Source: an optimization exercise on an open RTL-to-GDS flow (aim: small area, a short achievable clock period and few clock cycles per item). Production flows keep margins and buffers that such runs may drop.
For this run, only the layout was checked, not whether the RTL still works.
Power and IR drop assume default switching activity.

[flow/design.v]
package rv32i_types;
    typedef enum logic [2:0] {
        mult_op_mul    = 3'd0,
        mult_op_mulh   = 3'd1,
        mult_op_mulhsu = 3'd2,
        mult_op_mulhu  = 3'd3,
        mult_op_div    = 3'd4,
        mult_op_divu   = 3'd5,
        mult_op_rem    = 3'd6,
        mult_op_remu   = 3'd7
    } mult_ops;
endpackage
module mdu_thermo (
    input  logic [31:0] x,
    output logic [32:0] t
);
    always_comb begin
        t[32] = 1'b0;
        for (int i = 31; i >= 0; i--) t[i] = t[i+1] | x[i];
    end
endmodule
module mdu_thermo_len #(parameter int W = 33, parameter int LW = 6) (
    input  logic [W-1:0]  t,
    output logic [LW-1:0] len
);
    always_comb begin
        len = '0;
        for (int i = 0; i < W; i++) begin
            if (t[i] && (i == W - 1 || !t[(i == W - 1) ? i : i + 1])) len = len | LW'(i + 1);
        end
    end
endmodule
module mul_unit
(
    input  logic         clk,
    input  logic         rst,
    input  logic         in_valid,
    input  logic [2:0]   in_op,
    input  logic [31:0]  in_rs1,
    input  logic [31:0]  in_rs2,
    output logic         out_valid,
    output logic [31:0]  out_data
);
    localparam logic [1:0] S_IDLE  = 2'd0;
    localparam logic [1:0] S_SETUP = 2'd1;
    localparam logic [1:0] S_ITER  = 2'd2;
    localparam logic [1:0] S_OUT   = 2'd3;
    logic [1:0]  state;
    logic [31:0] H, L, M;
    logic [5:0]  kq;            
    logic [4:0]  cnt;           
    logic [8:0]  nb;            
    logic        is_div, minv, neg, sel_h;
    logic        op_div, signed_a, signed_b, sa, sb;
    assign op_div   = in_op[2];
    assign signed_a = (in_op == 3'd0) || (in_op == 3'd1) || (in_op == 3'd2) ||
                      (in_op == 3'd4) || (in_op == 3'd6);
    assign signed_b = (in_op == 3'd0) || (in_op == 3'd1) ||
                      (in_op == 3'd4) || (in_op == 3'd6);
    assign sa = signed_a & in_rs1[31];
    assign sb = signed_b & in_rs2[31];
    logic [31:0] va, vb;
    assign va = in_rs1 ^ {32{sa}};
    assign vb = in_rs2 ^ {32{sb}};
    logic [32:0] ta, tb, ta_over, tb_over, tm;
    mdu_thermo th_a (.x(va), .t(ta));
    mdu_thermo th_b (.x(vb), .t(tb));
    assign ta_over = sa ? {ta[31:0], 1'b1} : ta;
    assign tb_over = sb ? {tb[31:0], 1'b1} : tb;
    assign tm      = ta_over & tb_over;           
    logic        swap, div_short;
    assign swap      = |(tb_over & ~ta_over);     
    assign div_short = |(tb & ~ta_over);          
    logic [31:0] abs_a, abs_b;
    assign abs_a = va + 32'(sa);
    assign abs_b = vb + 32'(sb);
    logic [4:0]  tk8;
    logic [2:0]  k_mul;
    always_comb for (int j = 0; j <= 4; j++) tk8[j] = tm[8*j];
    mdu_thermo_len #(.W(5), .LW(3)) len_k (.t(tk8), .len(k_mul));
    logic [31:0] h_mul, m_mul;
    logic [8:0]  nb_mul;
    assign h_mul  = swap ? abs_a : abs_b;
    assign m_mul  = swap ? abs_b : abs_a;
    assign nb_mul = 9'({h_mul, 1'b0} >> {k_mul - 3'd1, 3'b000});
    logic [5:0]  la_over, lb;
    mdu_thermo_len #(.W(33), .LW(6)) len_a (.t(ta_over), .len(la_over));
    mdu_thermo_len #(.W(33), .LW(6)) len_b (.t(tb),      .len(lb));
    logic [6:0]  n_div;
    logic [4:0]  k_div;
    logic        in_dz;
    assign n_div = {1'b0, la_over} - {1'b0, lb} + 7'd1;
    assign k_div = (n_div >= 7'd32) ? 5'd16 : 5'((n_div[5:0] + 6'd1) >> 1);
    assign in_dz = (in_rs2 == 32'd0);
    localparam int W = 42;
    function automatic logic [W-1:0] booth_pp(input logic [2:0] t, input logic [31:0] m);
        logic        one, two, ng;
        logic [W-1:0] mag;
        one = t[1] ^ t[0];
        two = t[2] ? (~t[1] & ~t[0]) : (t[1] & t[0]);
        ng  = t[2];
        mag = one ? W'(m) : (two ? W'({m, 1'b0}) : '0);
        booth_pp = mag ^ {W{ng}};
    endfunction
    function automatic logic [2*W-1:0] csa(input logic [W-1:0] a, input logic [W-1:0] b,
                                          input logic [W-1:0] c);
        csa = {(a & b | a & c | b & c) << 1, a ^ b ^ c};
    endfunction
    logic [W-1:0]   p0, p1, p2, p3, ol;
    logic [2*W-1:0] ca, cb, cs;
    assign p3 = booth_pp(nb[8:6], M) << 6;
    assign p2 = booth_pp(nb[6:4], M) << 4;
    assign p1 = booth_pp(nb[4:2], M) << 2;
    assign p0 = booth_pp(nb[2:0], M);
    assign ol = {2'b00, L, 1'b0, nb[8], 1'b0, nb[6], 1'b0, nb[4], 1'b0, nb[2]};
    assign ca = csa(ol, p3, p2);
    assign cb = csa(ca[W-1:0], ca[2*W-1:W], p1);
    assign cs = csa(cb[W-1:0], cb[2*W-1:W], p0);
    logic [33:0] x1, x2, y, s1;
    logic        q1, q2;
    logic [31:0] l1, l2;
    assign x1 = {1'b0, L, nb[8]};
    assign y  = {2'b11, M};
    assign s1 = x1 + y + 34'(minv);
    assign q1 = ~s1[33];
    assign l1 = q1 ? s1[31:0] : x1[31:0];
    logic [W-1:0] sa2, sb2, s2;
    assign x2  = {1'b0, l1, nb[7]};
    assign sa2 = is_div ? W'(x2)                 : cs[W-1:0];
    assign sb2 = is_div ? {{(W-34){1'b1}}, y}    : cs[2*W-1:W];
    assign s2  = sa2 + sb2 + W'(is_div & minv);
    assign q2  = ~s2[W-1];
    assign l2  = q2 ? s2[31:0] : x2[31:0];
    logic [31:0] below, below_next, used, hc;
    always_comb begin
        for (int i = 0; i < 32; i++) begin
            below[i]      = (i < 32'(kq));
            below_next[i] = (i < 32'(kq)) && (i + (is_div ? 2 : 8) < 32'(kq));
        end
    end
    assign used = below & ~below_next;
    assign hc   = H & ~used;
    logic [23:0] ones, zeros, h_pm;
    always_comb begin
        ones[0]  = 1'b1;
        zeros[0] = 1'b1;
        for (int i = 1; i < 24; i++) begin
            ones[i]  = ones[i-1] & hc[i-1];
            zeros[i] = zeros[i-1] & ~hc[i-1];
        end
    end
    assign h_pm = hc[23:0] ^ (s2[41] ? zeros : (s2[40] ? ones : 24'd0));
    logic [31:0] h_next, l_next;
    assign h_next = is_div ? {hc[29:0], q1, q2} : {h_pm, s2[39:32]};
    assign l_next = is_div ? l2 : s2[31:0];
    logic [5:0]  pn;
    logic [8:0]  nb_next, nb_sel;
    assign pn      = kq - (is_div ? 6'd2 : 6'd8);     
    assign nb_sel  = 9'({H, 9'b0} >> pn);             
    assign nb_next = {nb_sel[8:1], nb_sel[0] & (cnt != 5'd2)};
    logic [31:0] shr;
    assign shr = (kq == 6'd32) ? 32'd0 : (H >> kq[4:0]);
    logic [31:0] v;
    logic        cin_out;
    assign v         = sel_h ? H : L;
    assign cin_out   = (sel_h && !is_div) ? (L == 32'd0) : 1'b1;
    assign out_data  = neg ? (~v + 32'(cin_out)) : v;
    assign out_valid = (state == S_OUT) && in_valid;
    always_ff @(posedge clk) begin
        if (rst || !in_valid) begin
            state <= S_IDLE;
        end else begin
            unique case (state)
                S_IDLE: begin
                    is_div <= op_div;
                    if (op_div) begin
                        kq    <= (in_dz || div_short) ? 6'd0 : {k_div, 1'b0};
                        cnt   <= k_div;
                        H     <= in_dz ? 32'hFFFFFFFF : (div_short ? 32'd0 : abs_a);
                        L     <= abs_a;
                        M     <= in_rs2 ^ {32{~sb}};
                        minv  <= ~sb;
                        neg   <= in_op[1] ? sa : (sa ^ sb) & ~in_dz;
                        sel_h <= ~in_op[1];
                        state <= (in_dz || div_short) ? S_OUT : S_SETUP;
                    end else begin
                        kq    <= {k_mul, 3'b000};
                        cnt   <= 5'(k_mul);
                        H     <= h_mul;
                        L     <= nb_mul[8] ? m_mul : 32'd0;
                        M     <= m_mul;
                        minv  <= 1'b0;
                        neg   <= sa ^ sb;
                        sel_h <= (in_op != 3'd0);
                        nb    <= nb_mul;
                        state <= (k_mul == 4'd0) ? S_OUT : S_ITER;
                    end
                end
                S_SETUP: begin
                    L     <= shr;
                    H     <= H & below;
                    nb    <= 9'({H, 9'b0} >> kq);
                    state <= S_ITER;
                end
                S_ITER: begin
                    H     <= h_next;
                    L     <= l_next;
                    cnt   <= cnt - 5'd1;
                    nb    <= nb_next;
                    if (cnt == 5'd1) state <= S_OUT;
                end
                S_OUT: begin
                    state <= S_IDLE;
                end
            endcase
        end
    end
endmodule
module mdu_top
(
    input  logic         clk,
    input  logic         rst,
    input  logic         in_valid,
    input  logic [2:0]   in_op,
    input  logic [31:0]  in_rs1,
    input  logic [31:0]  in_rs2,
    input  logic [31:0]  in_pc,
    input  logic [31:0]  in_inst,
    input  logic [4:0]   in_rd_addr,
    input  logic [4:0]   in_rs1_addr,
    input  logic [4:0]   in_rs2_addr,
    input  logic         in_regf_we,
    input  logic [4:0]   in_rob_idx,
    output logic         out_valid,
    output logic [31:0]  out_rd_data,
    output logic [31:0]  out_pc,
    output logic [31:0]  out_inst,
    output logic [4:0]   out_rd_addr,
    output logic [4:0]   out_rs1_addr,
    output logic [4:0]   out_rs2_addr,
    output logic         out_regf_we,
    output logic [4:0]   out_rob_idx
);
    mul_unit mul_inst (
        .clk      (clk),
        .rst      (rst),
        .in_valid (in_valid),
        .in_op    (in_op),
        .in_rs1   (in_rs1),
        .in_rs2   (in_rs2),
        .out_valid(out_valid),
        .out_data (out_rd_data)
    );
    assign out_pc       = in_pc;
    assign out_inst     = in_inst;
    assign out_rd_addr  = in_rd_addr;
    assign out_rs1_addr = in_rs1_addr;
    assign out_rs2_addr = in_rs2_addr;
    assign out_regf_we  = in_regf_we;
    assign out_rob_idx  = in_rob_idx;
endmodule
[flow/run.sh]
#!/bin/bash
# synth_recipe.tcl (not shown) runs the flow's synth.tcl, then flattens the netlist and writes it again
# the make line also repeats each setting of config.mk as NAME=value (left out here)
make -C /OpenROAD-flow-scripts/flow DESIGN_CONFIG=/design/flow/config.mk WORK_HOME=/design/flow/orfs CLKGATE_MAP_FILE= SYNTH_SCRIPT=/design/flow/synth_recipe.tcl finish
[flow/config.mk]
export PLATFORM = sky130hd
export DESIGN_NAME = mdu_top
export DESIGN_NICKNAME = mdu_top
export VERILOG_FILES = /design/flow/design.v
export SDC_FILE = /design/flow/constraint.sdc
export NUM_CORES = 4
export LEC_CHECK = 0
export ABC_AREA = 1
export CAP_MARGIN = 30
export CORE_MARGIN = 2
export CORE_UTILIZATION = 40
export SETUP_SLACK_MARGIN = 5
export SLEW_MARGIN = 30
[flow/constraint.sdc]
create_clock -name core_clock -period 13.0 [get_ports {clk}]
set_input_delay 2.6000 -clock core_clock [delete_from_list [all_inputs] [get_ports {clk}]]
set_output_delay 2.6000 -clock core_clock [all_outputs]
set_load 0.01 [all_outputs]
==> run_results.csv <==
group,metric,value,unit
outcome,run_status,"finished clean",
synthesis,main_synth_ff_type,"sky130_fd_sc_hd__edfxtp_1",
timing,fin_ws,4.96,ns
place,gpl.final_weighted_congestion,1.07,
route,drt_first_pass_iters,7,
die,initial_utilization,40.3,%
synthesis,syn_inst,4449,
synthesis,synth_sequential_area_ratio,12.8,%
route,detailroute.wirelength.met3,14900,µm
clocking,cts.path.max_buffers,2,
global_route,grt-ovfl-total,0,
setup_path,reg2reg_depth,59,
timing,final-hold-violation-count,0,
synthesis,post_synth_edffs,119,
clocking,clk_latency_worst_skew_pair,0.43,ns
layout,multi_input_comb_area,22000,µm²
timing,max_clock_freq,0.124,GHz
place,detailed_place_hpwl,103000,µm
global_route,antenna_found_initial,1,
setup_path,crit_slowest_cell,"sky130_fd_sc_hd__edfxtp_1",
setup_path,startpoint_kind_of_the_worst_setup_timing_path,"flip-flop",
global_route,grt_pass1_wl,197000,µm
setup_path,setup.worst_path.class,"flip-flop to flip-flop",
clocking,cts_tree,"built",
clocking,clock-sinks,121,
die,fp.dieArea,72600,µm²
clocking,cts-htree-levels,4,
timing,timing_max_transition_violations_final,0,
timing,worst_slew_pin_slew,0.954,ns
place,preCtsSetupSlack,2.56,ns
power,vdd_drop_max,0.107,mV
setup_path,path_buf_inv,36,
timing,hold_slack,0.530,ns
die,core.rowCount,97,
global_route,grtUsageTotal,35.8,%
die,ioPinCount,273,
power,leak_pwr,14.9,nW
setup_path,timing.critical_path.to_type,"flip-flop",
timing,fin_skew,0.0121,ns
setup_path,crit_path_start,"mul_inst.nb[8]",
synthesis,yosysUniqueCellTypes,73,
timing,max-slew-margin-rel,35.8,%
global_route,grt_start_max_net_pins,76,
synthesis,synthesis.area,28200,µm²
route,wl_per_cell,24.8,µm
route,drt_iter0_drc,4943,
layout,number_of_inserted_filler_cells_in_the_final_layout,7367,
route,top_signal_layer_used,"met4",
route,antenna_violating_nets_post_route,0,
layout,layout-drive-gt1-share,14.4,%
power,power_density,176,nW/µm²
route,drt_drc_violations_left,0,
die,die_w,270,µm
run,cap_violations,0,
synthesis,synthDominantCellAreaShare,12.7,%
clocking,cts_buffers,17,
route,detail_route.wirelength.met1,54800,µm
setup_path,reg2reg_from,"mul_inst.nb[8]",
timing,grt_setup_unrepaired,"true",
setup_path,critical_path_cell_count,59,
setup_path,crit_path_max_fanout,3,
route,route.vias.total,33168,
route,route.final.wire_length,137000,µm
synthesis,synth_area_leader_cell,"sky130_fd_sc_hd__nand2_1",
synthesis,ys_warn_count,4,
route,viasPerCell,6.00,
layout,seqCellArea,3610,µm²
setup_path,data_arrival_time_of_the_critical_path,8.32,ns
timing,setup-violations-final,0,
clocking,clockRootBuffer,"sky130_fd_sc_hd__clkbuf_16",
layout,layout-area-overhead-vs-synth,17.8,%
setup_path,critical_path.max_stage_delay,0.41,ns
synthesis,async_reset_ff_share,0,%
die,core_region_area,69900,µm²
synthesis,flip_flop_and_latch_count_after_synthesis,121,
timing,total_negative_setup_slacks,0,ns
timing,final_period_minus_worst_setup_slack,8.04,ns
worst_hold_path,hold_path_class,"flip-flop to flip-flop",
synthesis,synth_area_leaders,"sky130_fd_sc_hd__nand2_1 13%, sky130_fd_sc_hd__edfxtp_1 13%, sky130_fd_sc_hd__xor2_1 7.9%",
setup_path,r2r_slack,4.96,ns
layout,finish.net_count,4971,
synthesis,synthesis.nets,4842,
timing,min_period_over_period,61.8,%
place,buffer_ports.inserted,102,
layout,finalCoreUtilization,47.5,%
setup_path,crit_top_cell,"sky130_fd_sc_hd__buf_4",
route,met2RoutedLength,56800,µm
die,fp.dieH,270,µm
setup_path,regToRegEndpoint,"mul_inst.L[29]",
clocking,cts.reportedPaths.clkPinSlew,0.07,ns
setup_path,worst_setup_path_endpoint,"mul_inst.L[29]",
setup_path,gate_family_responsible_for_the_most_delay_along_the_worst_path,"buffers and inverters",
global_route,grt_pass1_vias,30418,
synthesis,average_cell_area_after_synthesis,6.34,µm²
setup_path,critPathRequiredTime,13.28,ns
-- tightest hold or removal path, stage by stage (launching register included) --
cell	delay, ns
sky130_fd_sc_hd__dfxtp_1	0.35
sky130_fd_sc_hd__nand2_1	0.08
sky130_fd_sc_hd__a21oi_1	0.05
-- Yosys cell counts (all sizes together) (38+ instances only) --
cell	instances
o22ai	117
o21bai	38
inv	552
nand3	242
or2	64
xnor2	50
fa	109
clkbuf	150
ha	129
a21oi	297
nand2	963
edfxtp	119
nor2	428
nand4	70
xor2	257
buf	141
o21ai	425
nor3	51
-- routing by layer --
layer | GRT usage [%] | vias to the layer above
met1 | 47.7 | 15458
li1 | - | 15049
met3 | 7.09 | 479
met4 | 22.5 | 0
met5 | 0.197 | -
met2 | 53.0 | 2182
-- cell families after synthesis --
logic type / after synthesis / share of synthesized area, %
XOR/XNOR: 307 / 9.72
multiplexers: 21 / 0.750
buffers and inverters: 852 / 13.2
AO/OA/AOI/OAI: 1047 / 21.3
adder cells (fa/ha/maj): 238 / 13.5
AND/OR/NAND/NOR: 1863 / 28.7
flip-flops: 121 / 12.8
-- layout make-up --
cell class,count,area share (%)
multi-input combinational,3480,66.2
sequential,121,10.9
timing repair buffer,395,10.6
inverter,558,6.55
tap,940,3.54
clock buffer,18,1.32
clock inverter,14,0.731
timing repair inverter,5,0.109
antenna,1,0.00753
-- state kept, by name, indices dropped and copies added, names as in the netlist --
name	flops
mul_inst.H	32
mul_inst.L	32
mul_inst.M	32
mul_inst.nb	9
mul_inst.cnt	5
mul_inst.kq	5
mul_inst.state	2
mul_inst.is_div	1
mul_inst.minv	1
mul_inst.neg	1
mul_inst.sel_h	1
-- cells in the final DEF (no fill, tap or decap), types with 47 or more instances in the layout --
master                            netlist  routed
sky130_fd_sc_hd__a21oi_1              292     255
sky130_fd_sc_hd__buf_4                101     264
sky130_fd_sc_hd__clkdlybuf4s50_1        0      94
sky130_fd_sc_hd__edfxtp_1             119     119
sky130_fd_sc_hd__fa_1                 109     106
sky130_fd_sc_hd__ha_1                 129     123
sky130_fd_sc_hd__inv_1                540     519
sky130_fd_sc_hd__nand2_1              955     934
sky130_fd_sc_hd__nand3_1              237     222
sky130_fd_sc_hd__nand4_1               65      65
sky130_fd_sc_hd__nor2_1               414     385
sky130_fd_sc_hd__o21ai_0              399     357
sky130_fd_sc_hd__o22ai_1              117     112
sky130_fd_sc_hd__or2_2                 52      47
sky130_fd_sc_hd__xor2_1               253     249
-- what timing repair did --
| action | 4_1_cts | 5_1_grt |
|---|---|---|
| setup endpoints to repair | 119 | 91 |
| pin swaps | 62 | 113 |
| buffers inserted | 163 | 72 |
| gates resized for setup | 182 | 207 |
| gates cloned | 10 | 5 |
| hold buffers | 0 | 0 |
-- where the power goes --
part	internal [W]	total (W)	switching [W]	leakage (nW)
clock	0.000366	0.000553	0.000187	0.323
sequential	0.000500	0.000593	0.0000931	1.14
combinational	0.00176	0.00471	0.00295	13.5
total	0.00262	0.00585	0.00323	14.9
-- stage by stage --
stage	instance area, µm²	cells	total power (W)
3_5_place_dp	29200	5249	0.00433
2_1_floorplan	28200	4449	0.00319
6_report	33200	5532	0.00585
3_3_place_gp	29200	5248	0.00433
4_1_cts	31800	5454	0.00532
5_1_grt	33200	5531	0.00623
-- worst min path at each step --
stage	slack (ns)	endpoint	cells past startpoint	from
5_1_grt	0.59	mul_inst.state[1]	2	mul_inst.state[1]
3_3_place_gp	0.52	mul_inst.state[1]	2	mul_inst.state[1]
2_1_floorplan	0.49	mul_inst.state[1]	2	mul_inst.state[1]
6_report	0.53	mul_inst.state[1]	2	mul_inst.state[1]
4_1_cts	0.54	mul_inst.state[1]	2	mul_inst.state[1]
3_5_place_dp	0.53	mul_inst.state[1]	2	mul_inst.state[1]

-- afterwards: timing with drivers on the ports --
In the flow no input, the clock included, has a driving cell. The finished layout below was timed again as built, in two steps. Step 1 (the two cells are an assumption about what drives the block):
set clk [get_ports {clk}]
set_driving_cell -lib_cell sky130_fd_sc_hd__clkbuf_16 $clk
set_driving_cell -lib_cell sky130_fd_sc_hd__buf_2 [delete_from_list [all_inputs] $clk]
Step 2 moves the port delays by t, midway between the first and last clock arrival at a register: inputs arrive t later, outputs are due t later. That takes back most of the time a late clock gives input paths. a / b / c = ideal / step 1 / step 2; a / b = the first two.
t (ns): 0.478
slack for setup (ns): 4.963 / 4.963 / 4.658
worst hold slack (ns): 0.530 / 0.530 / 0.530
worst setup path at the end: input to register
cell pins on the clock port's net: 1
After both steps setup and hold are still met in this run. For this run, drivers alone change the setup slack by 0.000 ns; drivers and shift together by -0.305 ns.
